Context: an optimization exercise on an open-source flow, tuned for small area, a short achievable clock period and few clock cycles per item. The choices shown serve that exercise and are no tape-out recipe.
Where RTL was checked, it was by simulation tests only, not by an equivalence proof against the original.
Power is estimated from default activity; no workload was simulated.

== the baseline ==
Design ALU_top, start of the top module:
module ALU_top(
    input soc_clk,
    input reset,
    input [31:0] ALU_dat1,
    input [31:0] ALU_dat2,
    input [5:0] Instruction_from_CU,
    output ALU_overflow,
    output ALU_con_met,
    output ALU_zero,
    output ALU_err,
    output ALU_ready,
    output [31:0] ALU_out,
    output ALU_accept
);
    reg busy;
    always @(posedge soc_clk) begin
        if (reset) busy <= 1'b0;
        else       busy <= ~busy;
    end
    assign ALU_accept = ~busy;
    assign ALU_ready  = busy;
    assign ALU_err    = 1'b0;
    wire [31:0] a = ALU_dat1;
    wire [31:0] b = ALU_dat2;
    wire [5:0]  c = Instruction_from_CU;
    wire is_beq  = (c == 6'd4);
    wire is_bne  = (c == 6'd5);
    wire is_blt  = (c == 6'd6);
    wire is_bge  = (c == 6'd7);
    wire is_bltu = (c == 6'd8);
    wire is_bgeu = (c == 6'd9);
    wire is_add  = (c == 6'd18) | (c == 6'd27);
    wire is_sub  = (c == 6'd28);
    wire is_sll  = (c == 6'd24) | (c == 6'd29);
    wire is_srl  = (c == 6'd25) | (c == 6'd33);
    wire is_sra  = (c == 6'd26) | (c == 6'd34);
    wire is_slt  = (c == 6'd19) | (c == 6'd30);
    wire is_sltu = (c == 6'd20) | (c == 6'd31);
    wire is_xor  = (c == 6'd21) | (c == 6'd32);
    wire is_or   = (c == 6'd22) | (c == 6'd35);
    wire is_and  = (c == 6'd23) | (c == 6'd36);
    wire do_sub = ~c[5] & (~c[4] | (c[3] & c[2]) | (~c[3] & ~c[2] & c[1] & c[0]) |
                           (~c[3] & c[2] & ~c[1] & ~c[0]));
    wire [31:0] bx = b ^ {32{do_sub}};
    wire [31:0] p  = a ^ bx;
    wire [31:0] g  = a & bx;
    wire [31:0] G0 = {g[31:1], g[0] | (p[0] & do_sub)};
    wire [31:0] P0 = p;
    wire [31:0] G1, P1;
    assign G1[0] = G0[0];
    assign P1[0] = P0[0];
    assign G1[1] = G0[1] | (P0[1] & G0[0]);
    assign P1[1] = P0[1] & P0[0];
    assign G1[2] = G0[2];
    assign P1[2] = P0[2];
    assign G1[3] = G0[3] | (P0[3] & G0[2]);
    assign P1[3] = P0[3] & P0[2];
    assign G1[4] = G0[4];
    assign P1[4] = P0[4];
    assign G1[5] = G0[5] | (P0[5] & G0[4]);
    assign P1[5] = P0[5] & P0[4];
    assign G1[6] = G0[6];
    assign P1[6] = P0[6];
    assign G1[7] = G0[7] | (P0[7] & G0[6]);
    assign P1[7] = P0[7] & P0[6];
    assign G1[8] = G0[8];
    assign P1[8] = P0[8];
    assign G1[9] = G0[9] | (P0[9] & G0[8]);
  ...
Size: about 1,100 cells after synthesis, ~35 flip-flops, ~110 I/O pins, roughly 0.0062 sq mm of cells after synthesis.
clock: 14.0 ns
lec_check: 0
abc_area: 1
cap_margin: 20
core_margin: 2
core_utilization: 40
slew_margin: 20
standard.sh (not shown) runs the stock make flow with config.mk's settings and CLKGATE_MAP_FILE= SYNTH_SCRIPT=/design/flow/synth_recipe.tcl, a recipe that flattens the netlist after the stock synthesis.
==> flow/flow/run.sh <==
#!/bin/bash
# Standard ORFS layout (the standard.sh), with plain buf_2 port buffers and a
# setup margin so that the repair steps size the logic for a shorter period.
set -euo pipefail
bash standard.sh "BUFFER_PORTS_ARGS=-buffer_cell sky130_fd_sc_hd__buf_2" SETUP_SLACK_MARGIN=8.5 finish > standard.log 2>&1
Input-level comparison between the candidate and the baseline:
diff --git a/flow/design.v b/flow/design.v
--- a/flow/design.v
+++ b/flow/design.v
@@ -388,25 +388,34 @@
         end
     endgenerate
     wire [31:0] sh_in = is_sll ? a_rev : a;
     wire        fill  = is_sra & a[31];
     wire [31:0] r0 = b[0] ? {fill, sh_in[31:1]} : sh_in;
     wire [31:0] r1 = b[1] ? {{2{fill}}, r0[31:2]} : r0;
     wire [31:0] r2 = b[2] ? {{4{fill}}, r1[31:4]} : r1;
     wire [31:0] r3 = b[3] ? {{8{fill}}, r2[31:8]} : r2;
     assign sh_r = b[4] ? {{16{fill}}, r3[31:16]} : r3;
-    wire [31:0] res =
-        ({32{is_add | is_sub}} & sum) |
+    wire        sel_sum = is_add | is_sub;
+    wire [31:0] res_o =
         ({32{is_sll}} & sh_rev) |
         ({32{is_srl | is_sra}} & sh_r) |
         ({32{is_xor | is_or}} & p) |
         ({32{is_and | is_or}} & g) |
         {31'd0, (is_slt & lts) | (is_sltu & ltu)};
+    wire [31:0] cin_v = {cg[30:0], do_sub};
+    wire [31:0] res0 = res_o | ({32{sel_sum}} & p);
+    wire [31:0] res1 = res_o | ({32{sel_sum}} & ~p);
+    wire [31:0] res;
+    generate
+        for (gi = 0; gi < 32; gi = gi + 1) begin : RES
+            assign res[gi] = cin_v[gi] ? res1[gi] : res0[gi];
+        end
+    endgenerate
     wire cm = (is_beq & eq) | (is_bne & ~eq) | (is_blt & lts) | (is_bge & ~lts) |
               (is_bltu & ltu) | (is_bgeu & ~ltu);
     reg [31:0] out_r;
     reg        ovf_r, cm_r;
     always @(posedge soc_clk) begin
         out_r <= res;
         ovf_r <= (is_add | is_sub) & ovf;
         cm_r  <= cm;
     end
--- outcome ---
The candidate | status: complete | timing, DRC, antenna: pass
The area of all placed cells without fillers in the candidate is 0.927 times that in the baseline.
Taking the baseline as the reference, in the candidate post-synthesis mux area share now sits higher; count of inverters other than clock inverters in the layout now sits higher; final worst setup slack now sits higher.
Compared with the baseline, the candidate shows part of the power in the clock network higher by 2.6 points.
The candidate: final standard cell count with taps included and fillers excluded is 4.8% lower than what the baseline reported.
Higher wire length of the first global-routing pass was reported by the baseline, not the candidate.
Met2 wirelength from detailed routing, the baseline and the candidate: larger value in the baseline
| core area | the candidate vs the baseline | about 8% lower |
Taking the baseline as the reference, in the candidate total power fell by about 4%, number of multi-input combinational cells in the layout went down 5.5%, total routing usage reported by global routing shrank by 1.4 points.
Between the baseline and the candidate, the difference in final count of hold timing violations is negligible.
Of the baseline and the candidate, the higher maximum number of pins on one net before global-route repair belongs to the baseline.
No functional check of the RTL was part of any run of this note.

* * *

## the previous run
Another version of the RTL of ALU_top (not shown whole).
For scale: roughly 1100 cells after synthesis, ~35 flip-flops, roughly 6200 um^2 of cells after synthesis.
export LEC_CHECK = 0
export ABC_AREA = 1
export CAP_MARGIN = 20
export CORE_MARGIN = 2
export CORE_UTILIZATION = 40
export SLEW_MARGIN = 20
create_clock -name core_clock -period 14.0 [get_ports {soc_clk}]
Scripts as last shown in full above: flow/flow/run.sh
> inputs changed (the previous run -> the current run)
--- a/flow/design.v
+++ b/flow/design.v
@@ -36,14 +36,14 @@
     wire is_sra  = (c == 6'd26) | (c == 6'd34);
     wire is_slt  = (c == 6'd19) | (c == 6'd30);
     wire is_sltu = (c == 6'd20) | (c == 6'd31);
     wire is_xor  = (c == 6'd21) | (c == 6'd32);
     wire is_or   = (c == 6'd22) | (c == 6'd35);
     wire is_and  = (c == 6'd23) | (c == 6'd36);
-    wire do_sub = ~c[5] & (~c[4] | (c[3] & c[2]) | (~c[3] & ~c[2] & c[1] & c[0]) |
-                           (~c[3] & c[2] & ~c[1] & ~c[0]));
+    wire do_sub = is_sub | is_beq | is_bne | is_blt | is_bge | is_bltu | is_bgeu |
+                  is_slt | is_sltu;
     wire [31:0] bx = b ^ {32{do_sub}};
     wire [31:0] p  = a ^ bx;
     wire [31:0] g  = a & bx;
     wire [31:0] G0 = {g[31:1], g[0] | (p[0] & do_sub)};
     wire [31:0] P0 = p;
     wire [31:0] G1, P1;
@@ -391,38 +391,21 @@
     wire        fill  = is_sra & a[31];
     wire [31:0] r0 = b[0] ? {fill, sh_in[31:1]} : sh_in;
     wire [31:0] r1 = b[1] ? {{2{fill}}, r0[31:2]} : r0;
     wire [31:0] r2 = b[2] ? {{4{fill}}, r1[31:4]} : r1;
     wire [31:0] r3 = b[3] ? {{8{fill}}, r2[31:8]} : r2;
     assign sh_r = b[4] ? {{16{fill}}, r3[31:16]} : r3;
-    wire        sel_sum = is_add | is_sub;
-    wire [31:0] res_o =
+    wire [31:0] res =
+        ({32{is_add | is_sub}} & sum) |
         ({32{is_sll}} & sh_rev) |
         ({32{is_srl | is_sra}} & sh_r) |
         ({32{is_xor | is_or}} & p) |
-        ({32{is_and | is_or}} & g);
-    wire [31:0] cin_v = {cg[30:0], do_sub};
-    wire [31:0] res0 = res_o | ({32{sel_sum}} & p);
-    wire [31:0] res1 = res_o | ({32{sel_sum}} & ~p);
-    wire [31:0] res;
-    generate
-        for (gi = 0; gi < 32; gi = gi + 1) begin : RES
-            if (gi == 0) begin : B0
-                assign res[gi] = (cin_v[gi] ? res1[gi] : res0[gi]) | slt_bit;
-            end else begin : BN
-                assign res[gi] = cin_v[gi] ? res1[gi] : res0[gi];
-            end
-        end
-    endgenerate
-    wire sdiff = a[31] ^ b[31];
-    wire lts0  = sdiff ? a[31] : p[31];     
-    wire lts1  = sdiff ? a[31] : ~p[31];    
-    wire slt_bit = (cg[31] ? 1'b0 : is_sltu) | (cg[30] ? (is_slt & lts1) : (is_slt & lts0));
-    wire cm_u  = cg[31] ? is_bgeu : is_bltu;
-    wire cm_s  = cg[30] ? ((is_blt & lts1) | (is_bge & ~lts1)) : ((is_blt & lts0) | (is_bge & ~lts0));
-    wire cm    = (is_beq & eq) | (is_bne & ~eq) | cm_u | cm_s;
+        ({32{is_and | is_or}} & g) |
+        {31'd0, (is_slt & lts) | (is_sltu & ltu)};
+    wire cm = (is_beq & eq) | (is_bne & ~eq) | (is_blt & lts) | (is_bge & ~lts) |
+              (is_bltu & ltu) | (is_bgeu & ~ltu);
     reg [31:0] out_r;
     reg        ovf_r, cm_r;
     always @(posedge soc_clk) begin
         out_r <= res;
         ovf_r <= (is_add | is_sub) & ovf;
         cm_r  <= cm;
## What came out
The run showing the greater fraction of met3 tracks used by global routing is the current run. The previous run reports its termination of the worst setup path as cm_r while the current run reports out_r[16]. Summary of the current run over the previous run: minimum clock period grew by 0.61 ns; share of the clock period used by the worst path grew by 4.4 points; site row count shrank by 1; area growth from synthesis to layout grew by 6.5 points; routed wire length grew by 6.0%. Of the previous run and the current run, the previous run shows the higher relative contribution of combinational cells to total power, with the current run below it. Setup slack in the current run is smaller than in the previous run. Looking at met1 track demand over resource in global routing across the previous run and the current run, the one that comes out higher is the current run. From the current run to the previous run, number of clock sinks did not move at all. The previous run tops out at a higher clock frequency than the current run.
Testbench counts of the current run, summed over its fixed seeds: cycles 24,000, items 12,000.
No functional check of the RTL was part of the previous run.

==> port drivers added, routing unchanged <==
The flow's constraints put no driver on any port. The routed layouts listed below were extracted and timed again, unchanged, in two steps. Step 1 sets driving cells, clkbuf_16 on the clock port and buf_2 on the other inputs (assumed; they add their load-dependent delay and slew). Step 2 also shifts input and output timing later by t, the mid clock arrival at the registers, as if the neighbouring blocks saw the same clock. a / b / c = no drivers / after step 1 / after step 2; a / b = the first two.
| run | t (ns) | setup slack, ns | worst data-port slew with drivers (ns) |
|---|---|---|---|
| the baseline | 0.323 | 8.423 / 8.427 / 8.104 | 0.05 |
| the candidate | 0.328 | 8.607 / 8.628 / 8.300 | 0.05 |
| the previous run | 0.311 | 8.606 / 8.619 / 8.308 | 0.04 |
| the current run | 0.324 | 7.996 / 7.989 / 7.665 | 0.06 |
After both steps every run listed still meets setup and hold. The setup slack of the current run, which loses most, moves by -0.007 ns with the drivers and by -0.331 ns with both steps.
